Background: an optimization exercise with open tools, aiming at small area, a short achievable clock period and few clock cycles. Do not read the settings as production practice. Only simulation tests tie the RTL to the original design; equivalence was not proved.

Setup of alpha:
Design math24_async, start of the top module:
module math24_async(
    input  wire                iw_clk,
    input  wire                iw_rst,
    input  wire [23:0] iw_math_ctrl,
    input  wire [23:0] iw_math_opa,
    input  wire [23:0] iw_math_opb,
    input  wire [23:0] iw_math_opc,
    output wire                ow_csr_wen,
    output wire [11:0] ow_csr_waddr,
    output wire [23:0] ow_csr_wdata
);
Size: about 1700 cells after synthesis, ~130 flip-flops, ~140 I/O pins.
Settings: LEC_CHECK=0, CAP_MARGIN=40, CORE_MARGIN=2, CORE_UTILIZATION=45, SLEW_MARGIN=40; clock period 75.0 ns.
run.sh (not shown) runs the stock make flow with config.mk's settings and CLKGATE_MAP_FILE= SYNTH_SCRIPT=/design/flow/synth_recipe.tcl, a recipe that flattens the netlist after the stock synthesis.
Testbench counts of alpha, summed over its fixed seeds: cycles 237,492.
Input-level comparison between delta and alpha:
==> flow/flow/run.sh (new file) <==
#!/bin/bash
# Standard layout, with plain buf_1 cells as the port buffers instead of the
# delay buffers buffer_ports picks by default.
set -e
export BUFFER_PORTS_ARGS="-buffer_cell sky130_fd_sc_hd__buf_1"
cp standard.sh standard.sh.txt 2>/dev/null || true
bash standard.sh > standard.log 2>&1
==> flow/standard.sh (new file) <==
#!/bin/bash
# synth_recipe.tcl (not shown) runs the flow's synth.tcl, then flattens the netlist and writes it again
# the make line also repeats each setting of config.mk as NAME=value (left out here)
make -C /OpenROAD-flow-scripts/flow DESIGN_CONFIG=/design/flow/config.mk WORK_HOME=/design/flow/orfs CLKGATE_MAP_FILE= SYNTH_SCRIPT=/design/flow/synth_recipe.tcl "${@:-finish}"
removed: flow/run.sh
## What came out
Compared with alpha, delta shows a higher shortest period the worst path allows. Status: stage delay of the slowest cell on the critical path parity (alpha, delta). Number of vias after detailed routing delta (delta − alpha): favourable.

========
## lane 1
math24_async, a different RTL version from the one above (not shown whole).
For scale: ~1600 cells after synthesis, ~0.012 mm2 of cells after synthesis.
export LEC_CHECK = 0
export CAP_MARGIN = 15
export CORE_MARGIN = 2
export CORE_UTILIZATION = 60
export SLEW_MARGIN = 15
create_clock -name core_clock -period 75.0 [get_ports {iw_clk}]
standard.sh (not shown) runs the stock make flow with config.mk's settings and CLKGATE_MAP_FILE= SYNTH_SCRIPT=/design/flow/synth_recipe.tcl, a recipe that flattens the netlist after the stock synthesis.
==> flow/flow/run.sh <==
#!/bin/bash
# Standard layout with two changes to how cells are chosen:
#  - plain buf_1 cells as the port buffers instead of delay buffers
#  - a clock tree of clkbuf_8 buffers without dummy loads
set -e
export BUFFER_PORTS_ARGS="-buffer_cell sky130_fd_sc_hd__buf_1"
export CTS_ARGS="-sink_clustering_enable -repair_clock_nets -buf_list sky130_fd_sc_hd__clkbuf_8 -dont_use_dummy_load"
bash standard.sh > standard.log 2>&1
Lane 1 did not stop at any stage, and its layout met the timing, design-rule and antenna checks.
Testbench counts of lane 1, summed over its fixed seeds: cycles 237,492.
### lane 1 -> lane 2
- CORE_UTILIZATION changed from 60 to 55
- CAP_MARGIN changed from 15 to 40
- SLEW_MARGIN changed from 15 to 40
## What came out
- Lane 1 finished end to end and its layout was clean on timing, DRC and antenna.
- Looking at the reports, lane 2 completed the entire flow and the layout it produced met the timing, design-rule and antenna checks.
- Re number of inserted diodes: no difference whatsoever between lane 2 and lane 1.
Here is what was changed in the inputs of lane 3 compared with lane 2.
- CORE_UTILIZATION: 55 -> 65
==> flow/flow/run.sh <==
#!/bin/bash
# Standard layout, with plain buf_1 cells as the port buffers instead of the
# delay buffers buffer_ports picks by default.
set -e
export BUFFER_PORTS_ARGS="-buffer_cell sky130_fd_sc_hd__buf_1"
bash standard.sh > standard.log 2>&1
==> run summary <==
- Lane 3 ended with every stage complete and zero timing, DRC or antenna violations.
- Run comparison: lane 3 launch point of the critical path iw_math_ctrl[4]; lane 2 launch point of the critical path wen_r
- Lane 3 vs lane 2 — total die area dropped by more than 10%
- Lower global-route usage goes to lane 2 over lane 3.
- Final instance area, lane 2 and lane 3: higher on lane 3
- Changes observed in lane 3 relative to lane 2: wire length now smaller; core utilization went up by 12 points; worst setup slack went down; register share of the cell area saw a decrease.
- Looking at highest-delay cell along the critical path, the sky130_fd_sc_hd__buf_1 result is from lane 3; the sky130_fd_sc_hd__dfrtp_1 one comes from lane 2.

==> separate check: timing with driven ports <==
Ports are ideal in the flow. The routed layouts listed here were re-timed in OpenROAD.
Step 1 (the two cells are an assumption about what drives the block):
set clk [get_ports {iw_clk}]
set_driving_cell -lib_cell sky130_fd_sc_hd__clkbuf_16 $clk
set_driving_cell -lib_cell sky130_fd_sc_hd__buf_2 [delete_from_list [all_inputs] $clk]
Step 2 adds t to the input delays and takes it off the output delays; t is the mean of the earliest and latest rising clock arrival at the registers after step 1. Input paths then give back, and output paths get back, about the clock's delay inside the block.
Slacks: ideal ports / drivers / drivers and shift; pairs: ideal ports / drivers.
| run | t, ns | slack for setup (ns) | clock arrival spread, ns |
|---|---|---|---|
| alpha | 0.500 | 58.004 / 58.004 / 58.004 | 0.012 / 0.012 |
| delta | 0.503 | 57.951 / 57.951 / 57.951 | 0.017 / 0.018 |
| lane 1 | 0.522 | 58.978 / 58.929 / 58.482 | 0.045 / 0.045 |
| lane 2 | 0.513 | 59.001 / 58.954 / 58.524 | 0.042 / 0.042 |
| lane 3 | 0.500 | 58.942 / 58.966 / 58.466 | 0.014 / 0.014 |
After both steps every run listed still meets setup and hold. The setup slack of lane 1, which loses most, moves by -0.049 ns with the drivers and by -0.496 ns with both steps.
